From an optimization exercise on the open Yosys and OpenROAD flow, aimed at small area, a short achievable clock period and few clock cycles per item; shortcuts taken in it are not production practice. At most, simulation tests tie the RTL to the original design; equivalence was not proved.

Design cordicTanh, start of the top module:
module cordicTanh(z0, clk, rst, out, flag);
	input wire clk, rst;
	input wire signed [15:0] z0;
	output wire signed [15:0] out;
	output reg flag;
	reg ld;                      
	reg rot;                     
	reg half;                    
	reg [3:0] sh;                
	reg signed [14:0] z;         
	reg signed [14:0] y;
	reg [13:0] x;                
	wire ext = z0[15] ^ z0[14];            
	wire div = ~(ld | rot | flag);
	wire rot_end = rot & half & (sh == 4'd13);
	wire s = rot ? z[14] : ~y[14];
	wire [13:1] d;
	genvar n;
	generate
		for (n = 1; n <= 13; n = n + 1) begin : dec
			assign d[n] = (sh == n);
		end
	endgenerate
	wire [14:0] K;
	assign K[14:12] = 3'b000;
	assign K[11] = d[1];
	assign K[10] = d[2];
	assign K[9]  = d[3];
	assign K[8]  = d[4];
	assign K[7]  = d[5] | (rot & d[1]);
	assign K[6]  = d[6] | (rot & d[1]);
	assign K[5]  = d[7];
	assign K[4]  = d[8] | (rot & d[2]);
	assign K[3]  = d[9] | (rot & d[1]);
	assign K[2]  = d[10] | (rot & d[2]);
	assign K[1]  = d[11] | (rot & (d[1] | d[2] | d[3])) | (~rot & d[12] & (z[14] ^ y[14]));
	assign K[0]  = rot & (d[3] | d[12] | d[13]);
	wire [13:0] xs = x >> sh;
	wire signed [14:0] ys = y >>> sh;
	wire [14:0] zn, yn;
	wire [13:0] xn;
	addsub #(15, 2) uz(z, K, ~s, zn);
	addsub #(15, 2) uy(y, {1'b0, xs}, s, yn);
	addsub #(14, 2) ux(x, ys[13:0] & {14{rot}}, s, xn);    
	always @(posedge clk) begin
		if (rst) begin
			ld <= 1'b1;
			rot <= 1'b0;
			flag <= 1'b0;
		end else begin
			ld <= flag;
			rot <= (ld & ~ext) | (rot & ~rot_end);
			flag <= (ld & ext) | (div & (sh == 4'd12));
		end
	end
	always @(posedge clk) begin
		half <= rot & ~half;
		if (ld | rot_end)
			sh <= 4'd1;
		else if (~rot | half)
			sh <= sh + 4'd1;
	end
	always @(posedge clk) begin
		if (ld) begin
			z <= ext ? {z0[15], z0[15], 13'h1000} : z0[14:0];
			x <= 14'h1000;
			y <= 15'h0000;
		end else begin
			z <= rot_end ? 15'h0000 : zn;
			y <= yn;
			x <= xn;
		end
	end
	assign out = {z[14], z};
endmodule
Size in the first run: roughly 750 cells after synthesis, ~52 flip-flops, about 0.0050 mm^2 of cells after synthesis.
clock: 10.0 ns
lec_check: 0
abc_area: 1
cap_margin: 20
core_margin: 2
core_utilization: 50
place_density: 0.65
slew_margin: 20
tns_end_percent: 5
standard.sh (not shown) runs the stock make flow with config.mk's settings and CLKGATE_MAP_FILE= SYNTH_SCRIPT=/design/flow/synth_recipe.tcl, a recipe that flattens the netlist after the stock synthesis.
==> flow/flow/run.sh <==
#!/bin/bash
# Standard synthesis, then the standard layout steps with repair_timing
# asked for a larger setup margin and plain buffers on the ports (the SDC
# and clock period are unchanged).
set -eo pipefail
bash standard.sh synth > synth.log 2>&1
bash standard.sh SETUP_SLACK_MARGIN=7 "BUFFER_PORTS_ARGS=-buffer_cell sky130_fd_sc_hd__buf_1" finish > layout.log 2>&1
Testbench counts at the start, summed over its fixed seeds: cycles 77,132, items 2,048.
Rerun with:
Settings changed: CAP_MARGIN 20 to 70, CORE_UTILIZATION 50 to 65, PLACE_DENSITY 0.65 to 0.85, SLEW_MARGIN 20 to 70.
Result: Via count hardly moves; flip-flop and latch count does not change; non-clock buffer count drops by 3; synthesized cell count stays the same; global-route usage climbs by 7.1 points.
Rerun with:
Settings changed: ABC_AREA 1 to 0, CORE_UTILIZATION 65 to 50, PLACE_DENSITY 0.85 to 0.65.
Result:
- The new run completed without violations
- worst hold slack gets better by 40 ps
- non-clock buffer count went down by 6
- routed wire length goes down slightly
Rerun with:
Settings changed: ABC_AREA 0 to 1, CAP_MARGIN 70 to 40, SLEW_MARGIN 70 to 40.
The new run finished clean; worst setup slack improved by 670 ps; worst hold slack got worse by 39 ps; cell area climbs by 1.3%; final cell count climbs by 20%; wire length climbs by about 6%; clock-buffer cell count drops by 1; die area drops by 2.6%; clock skew drops by 6.9 ps.
Rerun with:
Settings changed: CAP_MARGIN 40 to 70, CELL_PAD_IN_SITES_DETAIL_PLACEMENT from default to 0, CELL_PAD_IN_SITES_GLOBAL_PLACEMENT from default to 0, CORE_UTILIZATION 50 to 45, PLACE_DENSITY 0.65 to default, SLEW_MARGIN 40 to 70.
Fmax falls by about 1%.
Utilization falls by 7.9 points.
Global-route usage falls by 1.9 points.
Setup slack gets worse by 29 ps.
First-iteration DRC count falls by about 26%.
Cell area falls by 3.1%.
Clock skew rises by 7.1 ps.
Routed wire length rises by about 0.5%.
Hold slack stays flat.

* * *

Setup of the previous run:
The RTL this note starts from:
==> flow/design.v <==
module cordicTanh(z0, clk, rst, out, flag);
	input wire clk, rst;
	input wire signed [15:0] z0;
	output wire signed [15:0] out;
	output reg flag;
	reg [5:0] cnt;
	reg [3:0] sh;                
	reg rot;                     
	reg signed [14:0] z;         
	reg signed [14:0] y;
	reg [13:0] x;                
	wire ext = z0[15] ^ z0[14];            
	wire load = (cnt == 6'd0);
	wire last = (cnt == 6'd38);
	wire s = rot ? z[14] : ~y[14];
	wire [14:0] K =
		!rot ? ((sh == 4'd12) ? {13'd0, z[14] ^ y[14], 1'b0} : (15'h1000 >> sh)) :
		(sh == 4'd1)  ? 15'h08CA :
		(sh == 4'd2)  ? 15'h0416 :
		(sh == 4'd3)  ? 15'h0203 :
		(sh == 4'd4)  ? 15'h0100 :
		(sh == 4'd5)  ? 15'h0080 :
		(sh == 4'd6)  ? 15'h0040 :
		(sh == 4'd7)  ? 15'h0020 :
		(sh == 4'd8)  ? 15'h0010 :
		(sh == 4'd9)  ? 15'h0008 :
		(sh == 4'd10) ? 15'h0004 :
		(sh == 4'd11) ? 15'h0002 : 15'h0001;
	wire [13:0] xs = x >> sh;
	wire signed [14:0] ys = y >>> sh;
	wire [14:0] xs15 = {1'b0, xs};
	wire [15:0] zsum = {z, 1'b1} + {K ^ {15{~s}}, ~s};
	wire [15:0] ysum = {y, 1'b1} + {xs15 ^ {15{s}}, s};
	wire [14:0] xsum = {x, 1'b1} + {ys[13:0] ^ {14{s}}, s};
	wire [14:0] zn = zsum[15:1];
	wire [14:0] yn = ysum[15:1];
	wire [13:0] xn = xsum[14:1];
	reg [3:0] sh_n;
	always @(*)
		if (cnt <= 6'd25)
			sh_n = (cnt[4:0] + 5'd2) >> 1;
		else if (cnt <= 6'd37)
			sh_n = cnt - 6'd25;
		else
			sh_n = 4'd1;
	always @(posedge clk) begin
		if (rst) begin
			cnt <= 6'd0;
			flag <= 1'b0;
		end else if (load) begin
			cnt <= ext ? 6'd39 : 6'd1;
			flag <= ext;
		end else if (cnt == 6'd39) begin
			cnt <= 6'd0;
			flag <= 1'b0;
		end else begin
			cnt <= cnt + 6'd1;
			flag <= last;
		end
	end
	always @(posedge clk) begin
		sh <= sh_n;
		rot <= (cnt <= 6'd25);
		if (load) begin
			z <= ext ? (z0[15] ? 15'h7000 : 15'h1000) : z0[14:0];
			x <= 14'h1000;
			y <= 15'h0000;
		end else begin
			z <= (cnt == 6'd26) ? 15'h0000 : zn;
			y <= yn;
			if (rot)
				x <= xn;
		end
	end
	assign out = {z[14], z};
endmodule
clock: 10.0 ns
lec_check: 0
abc_area: 1
cap_margin: 70
core_margin: 2
core_utilization: 40
slew_margin: 70
==> flow/flow/run.sh <==
#!/bin/bash
# Standard synthesis, then the standard layout steps with repair_timing
# asked for a larger setup margin (the SDC and clock period are unchanged).
set -eo pipefail
bash standard.sh synth > synth.log 2>&1
bash standard.sh SETUP_SLACK_MARGIN=7 finish > layout.log 2>&1
Having completed the whole flow, the previous run delivered a layout that passed the timing, DRC and antenna checks.
Modified inputs, the current run compared to the previous run
==> flow/run.sh (new file) <==
#!/bin/bash
# synth_recipe.tcl (not shown) runs the flow's synth.tcl, then flattens the netlist and writes it again
# the make line also repeats each setting of config.mk as NAME=value (left out here)
make -C /OpenROAD-flow-scripts/flow DESIGN_CONFIG=/design/flow/config.mk WORK_HOME=/design/flow/orfs CLKGATE_MAP_FILE= SYNTH_SCRIPT=/design/flow/synth_recipe.tcl finish
diff --git a/flow/config.mk b/flow/config.mk
--- a/flow/config.mk
+++ b/flow/config.mk
@@ -8,5 +8,5 @@
 export ABC_AREA = 1
-export CAP_MARGIN = 70
+export CAP_MARGIN = 90
 export CORE_MARGIN = 2
 export CORE_UTILIZATION = 40
-export SLEW_MARGIN = 70
+export SLEW_MARGIN = 90
removed: flow/flow/run.sh
removed: flow/standard.sh
The current run never completed; the flow aborted with a tool error in global routing.
Diff the previous run -> the current run: adder-cell share of the synthesized area did not really move; worst setup timing slack at the placement stage went down; number of setup buffers added after CTS went down; die outline height did not really move; synthesized cell count did not really move.
The current run vs. the previous run: weighted congestion reported at the end of routability-driven placement decreased by about 3.5% relative to the old numbers, post-cts gate resize count decreased by 43 relative to the old numbers, half-perimeter wire length after placement increased by about 70% relative to the old numbers, placed instance area increased by 0.0047 mm^2 relative to the old numbers.
Function was not checked in any run of this note: the RTL went through the layout flow alone.

## static timing again, ports no longer ideal
In the flow no input, the clock included, has a driving cell. The finished layouts below were timed again as built, in two steps. Step 1 sets driving cells, clkbuf_16 on the clock port and buf_2 on the other inputs (assumed; they add their load-dependent delay and slew). Step 2 times the ports against the registers' clock, not the clock port: input delays grow and output delays shrink by t, the midpoint of the rising clock arrivals with the driver on. Three values: no drivers, after step 1, after step 2; two values: the first two.
run	t (ns)	setup WS [ns]	hold WS [ns]	worst setup path at the end
the first run of note 1	0.352	7.072 / 7.035 / 6.896	0.483 / 0.483 / 0.483	input to register
the second run of note 1	0.344	7.073 / 7.039 / 7.064	0.488 / 0.488 / 0.488	input to register
the third run of note 1	0.359	6.408 / 6.408 / 6.408	0.528 / 0.528 / 0.528	register to register
the fourth run of note 1	0.350	7.075 / 7.044 / 6.915	0.489 / 0.489 / 0.489	input to register
the fifth run of note 1	0.372	7.047 / 7.013 / 7.062	0.489 / 0.489 / 0.489	input to register
the previous run	0.354	7.037 / 6.996 / 6.756	0.536 / 0.536 / 0.536	input to register
After both steps every run listed still meets setup and hold. For the previous run, which loses most, drivers alone change the setup slack by -0.041 ns; drivers and shift together by -0.281 ns.
